What follows belongs to an exercise in optimizing a design on an open flow for small area; a production flow would make more cautious choices.
In this exercise RTL edits were held to simulation tests only and were not proved equivalent to the original.
Power figures rest on the tool's default switching activity, not on a simulated workload.

==> inputs of 04-01 <==
==> flow/design.v (excerpt) <==
module router(clk,rst,input_flit_Local,input_flit_North, input_flit_South, input_flit_East,input_flit_West,credit_inL,credit_inN,credit_inS,credit_inE,credit_inW,Credit_outL,Credit_outN,Credit_outS,Credit_outE,Credit_outW,Local_output,North_output,South_output,East_output,West_output);
	input clk;
	input rst;
	input[31:0] input_flit_Local, input_flit_North, input_flit_South, input_flit_East,input_flit_West;
	input credit_inL,credit_inN,credit_inS,credit_inE,credit_inW;
	output Credit_outL,Credit_outN,Credit_outS,Credit_outE,Credit_outW;
	output[31:0] Local_output,North_output,South_output,East_output,West_output;
	wire [31:0] hL,hN,hS,hE,hW;              
	wire [4:0] wL,wN,wS,wE,wW;               
	wire [3:0] gL,gN,gS,gE,gW;               
	wire [3:0] gnL,gnN,gnS,gnE,gnW;          
	wire [31:0] zL,zN,zS,zE,zW;              
	reg rst_d;
	always @(posedge clk) rst_d <= rst;
	wire swL = gN[0] | gS[0] | gE[0] | gW[0];
	wire swN = gL[0] | gS[1] | gE[1] | gW[1];
	wire swS = gL[1] | gN[1] | gE[2] | gW[2];
  ...
==> module input_port, before the edit <==
module input_port(clk,rst,sw,input_flit,head,Credit_out);
	input clk,rst,sw;
	input [31:0] input_flit;
	output [31:0] head;
	output reg Credit_out;
	reg [191:0] mem;
	reg [5:0] rd;    
	reg [5:0] wp;    
	reg [2:0] n;     
	reg req_r;       
	wire shift = sw & req_r;
	wire adv   = shift & (n != 3'd0);
	wire [2:0] n1 = n - {2'b00,adv};
	wire full1 = (n1 == 3'd6);
	wire acc   = ~full1 & (input_flit[31:30] != 2'b00);
	always @(posedge clk) begin
		req_r <= (head[31:30] != 2'b11);
		if (rst) begin
			rd <= 6'b000001;
			wp <= 6'b000001;
			n <= 3'd0;
			Credit_out <= 1'b0;
		end else begin
			if (shift) Credit_out <= 1'b1;
			if (adv) rd <= {rd[4:0],rd[5]};
			if (acc) wp <= {wp[4:0],wp[5]};
			n <= n1 + {2'b00,acc};
		end
	end
	genvar j;
	generate for (j = 0; j < 6; j = j + 1) begin : slot
		always @(posedge clk)
			if (wp[j] & ~full1)
				mem[32*j +: 32] <= input_flit;
	end endgenerate
	assign head = ({32{rd[0]}} & mem[31:0])    | ({32{rd[1]}} & mem[63:32])  |
	              ({32{rd[2]}} & mem[95:64])   | ({32{rd[3]}} & mem[127:96]) |
	              ({32{rd[4]}} & mem[159:128]) | ({32{rd[5]}} & mem[191:160]);
endmodule
==> module routing_logic, before the edit <==
module routing_logic(clk,rst_d,type_h,xdest,ydest,want);
	parameter P = 0;
	input clk,rst_d;
	input [1:0] type_h,xdest,ydest;
	output [4:0] want;
	reg [4:0] st;
	wire xw = (xdest == 2'd0);
	wire xe = xdest[1];
	wire yn = (ydest == 2'd0);
	wire ys = ydest[1];
	wire [4:0] dir = xw ? 5'b10000 : xe ? 5'b01000 : yn ? 5'b00010 : ys ? 5'b00100 : 5'b00001;
	wire [4:0] tgt = dir & ~(5'b00001 << P);
	assign want = rst_d ? 5'b00000 :
	              (type_h == 2'b01) ? tgt :
	              type_h[1] ? (st & ~(5'b00001 << P)) : 5'b00000;    
	always @(posedge clk)
		st <= want;
endmodule
export LEC_CHECK = 0
export CAP_MARGIN = 20
export CORE_MARGIN = 2
export CORE_UTILIZATION = 40
export SLEW_MARGIN = 20
create_clock -name core_clock -period 10.0 [get_ports {clk}]
standard.sh (not shown) runs the stock make flow with config.mk's settings and CLKGATE_MAP_FILE= SYNTH_SCRIPT=/design/flow/synth_recipe.tcl, a recipe that flattens the netlist after the stock synthesis.
==> flow/flow/run.sh <==
#!/bin/bash
# Layout flow: the standard ORFS flow, with an area-oriented ABC mapping,
# CTS without dummy loads and with smaller clock buffers, and single-drive
# port buffers.  Every tool's output is in orfs/logs; make's output in flow.log.
set -euo pipefail
here=$(pwd)
rm -rf "$here/scripts_area"
cp -r "$FLOW_HOME/scripts" "$here/scripts_area"
cp "$here/flow/abc_area.script" "$here/scripts_area/abc_area.script"
bash standard.sh \
  SCRIPTS_DIR="$here/scripts_area" \
  ABC_AREA=1 \
  BUFFER_PORTS_ARGS="-buffer_cell sky130_fd_sc_hd__buf_1" \
  CTS_ARGS="-sink_clustering_enable -repair_clock_nets -dont_use_dummy_load -buf_list sky130_fd_sc_hd__clkbuf_8 -sink_clustering_size 16 -sink_clustering_max_diameter 60" \
  finish > "$here/flow.log" 2>&1
==> flow/flow/abc_area.script <==
strash
&get -n
&st
&dch -x
&nf -a -R 1000 -p -C 32
&put
strash
&get -n
&st
&dch -x
&nf -a -R 1000 -p -C 32
&put
==> 04-09 (differences from 04-01) <==
--- a/flow/design.v
+++ b/flow/design.v
@@ -6,11 +6,13 @@
 	reg [191:0] mem;
-	reg [5:0] rd;    
-	reg [5:0] wp;    
-	reg [2:0] n;     
+	reg [2:0] rp, wq;
+	wire [5:0] rd = {rp[2] & ~rp[1], rp[1] & ~rp[0], rp[2] & rp[0], rp[1] & ~rp[2], rp[0] & ~rp[1], ~rp[2] & ~rp[0]};
+	wire [5:0] wp = {wq[2] & ~wq[1], wq[1] & ~wq[0], wq[2] & wq[0], wq[1] & ~wq[2], wq[0] & ~wq[1], ~wq[2] & ~wq[0]};
+	reg full;        
 	reg req_r;       
 	wire shift = sw & req_r;
-	wire adv   = shift & (n != 3'd0);
-	wire [2:0] n1 = n - {2'b00,adv};
-	wire full1 = (n1 == 3'd6);
+	wire empty = (rp == wq) & ~full;
+	wire adv   = shift & ~empty;
+	wire full1 = full & ~adv;
 	wire acc   = ~full1 & (input_flit[31:30] != 2'b00);
+	wire [2:0] wq_inc = {wq[1:0],~wq[2]};
 	always @(posedge clk) begin
@@ -18,5 +20,5 @@
 		if (rst) begin
-			rd <= 6'b000001;
-			wp <= 6'b000001;
-			n <= 3'd0;
+			rp <= 3'b000;
+			wq <= 3'b000;
+			full <= 1'b0;
 			Credit_out <= 1'b0;
@@ -24,5 +26,5 @@
 			if (shift) Credit_out <= 1'b1;
-			if (adv) rd <= {rd[4:0],rd[5]};
-			if (acc) wp <= {wp[4:0],wp[5]};
-			n <= n1 + {2'b00,acc};
+			if (adv) rp <= {rp[1:0],~rp[2]};
+			if (acc) wq <= {wq[1:0],~wq[2]};
+			full <= full ? (~adv | acc) : (acc & ~adv & (wq_inc == rp));
 		end
--- a/flow/flow/run.sh
+++ b/flow/flow/run.sh
@@ -13,3 +13,3 @@
   BUFFER_PORTS_ARGS="-buffer_cell sky130_fd_sc_hd__buf_1" \
-  CTS_ARGS="-sink_clustering_enable -repair_clock_nets -dont_use_dummy_load -buf_list sky130_fd_sc_hd__clkbuf_8 -sink_clustering_size 16 -sink_clustering_max_diameter 60" \
+  CTS_ARGS="-sink_clustering_enable -repair_clock_nets -dont_use_dummy_load -buf_list sky130_fd_sc_hd__clkbuf_4 -sink_clustering_size 10 -sink_clustering_max_diameter 40" \
   finish > "$here/flow.log" 2>&1
--- a/flow/config.mk
+++ b/flow/config.mk
@@ -10,2 +10,3 @@
 export CORE_UTILIZATION = 40
+export PLACE_DENSITY = 0.85
 export SLEW_MARGIN = 20
==> 05-27 (differences from 04-01) <==
--- a/flow/design.v
+++ b/flow/design.v
@@ -53,3 +53,3 @@
 	              (type_h == 2'b01) ? tgt :
-	              type_h[1] ? (st & ~(5'b00001 << P)) : 5'b00000;    
+	              type_h[1] ? st : 5'b00000;
 	always @(posedge clk)
==> flow/run.sh (new file) <==
#!/bin/bash
# synth_recipe.tcl (not shown) runs the flow's synth.tcl, then flattens the netlist and writes it again
# the make line also repeats each setting of config.mk as NAME=value (left out here)
make -C /OpenROAD-flow-scripts/flow DESIGN_CONFIG=/design/flow/config.mk WORK_HOME=/design/flow/orfs CLKGATE_MAP_FILE= SYNTH_SCRIPT=/design/flow/synth_recipe.tcl finish
removed: flow/flow/run.sh
removed: flow/flow/abc_area.script
removed: flow/standard.sh
==> qor summary <==
metric	04-01	05-27	04-09
Result of the run	finished clean	finished clean	finished clean
Tap cell count	1930	2072	1917
Die extent in x	390.9 µm	404.2 µm	387.7 µm
Row Count	141	146	140
CP peak stage delay	0.64 ns	0.90 ns	0.84 ns
Number of design-rule violations left by the first detailed-router iteration	6043	5326	8457
Worst-case headroom to the max-slew limit	13.33%	14.86%	13.84%
Met3 demand-to-capacity share in global routing	6.787%	6.284%	10.43%
Final standard cell area without fillers	66800 µm²	76110 µm²	65790 µm²
Number of antenna violations at the first check in global routing	39	29	71
Power Sequential	8390 µW	7860 µW	8060 µW
Final Core Density	45.08%	47.94%	45.09%
Number of inserted filler cells in the final layout	13240	13800	12450
Cell Int Power	9959 µW	12010 µW	9244 µW
Multiplexer area fraction after synthesis	0.08360%	1.127%	0.3399%
Total number of sequential cells	1721	1721	1681
Critical path launch point	input_portE.rd[0]	input_portS.rd[2]	input_portN.rp[1]
Setup repair after global routing missed its margin	false	false	true
Count of inverters other than clock inverters in the layout	64	121	52

[what the ideal ports hide]
Ports are ideal in the flow. The routed layouts listed here were re-timed in OpenROAD. Step 1 sets driving cells, clkbuf_16 on the clock port and buf_2 on the other inputs (assumed; they add their load-dependent delay and slew). Step 2, shift: input delay + t, output delay - t, t = (earliest + latest rising clock arrival at the registers) / 2. This alone moves slack from input paths to output paths. a / b / c = no drivers / after step 1 / after step 2; a / b = the first two.
run | shift t [ns] | setup WS [ns] | hold slack, ns | worst setup path at the end
04-01 | 0.962 | 0.980 / 0.980 / 0.842 | 0.424 / 0.424 / 0.424 | input to register
04-09 | 1.241 | 0.649 / 0.649 / 0.649 | 0.391 / 0.391 / 0.391 | register to register
05-27 | 0.900 | 2.292 / 2.292 / 2.062 | 0.432 / 0.432 / 0.432 | input to register
After both steps setup and hold are still met in every run listed. For 05-27, which loses most, drivers alone change the setup slack by 0.000 ns; drivers and shift together by -0.230 ns.
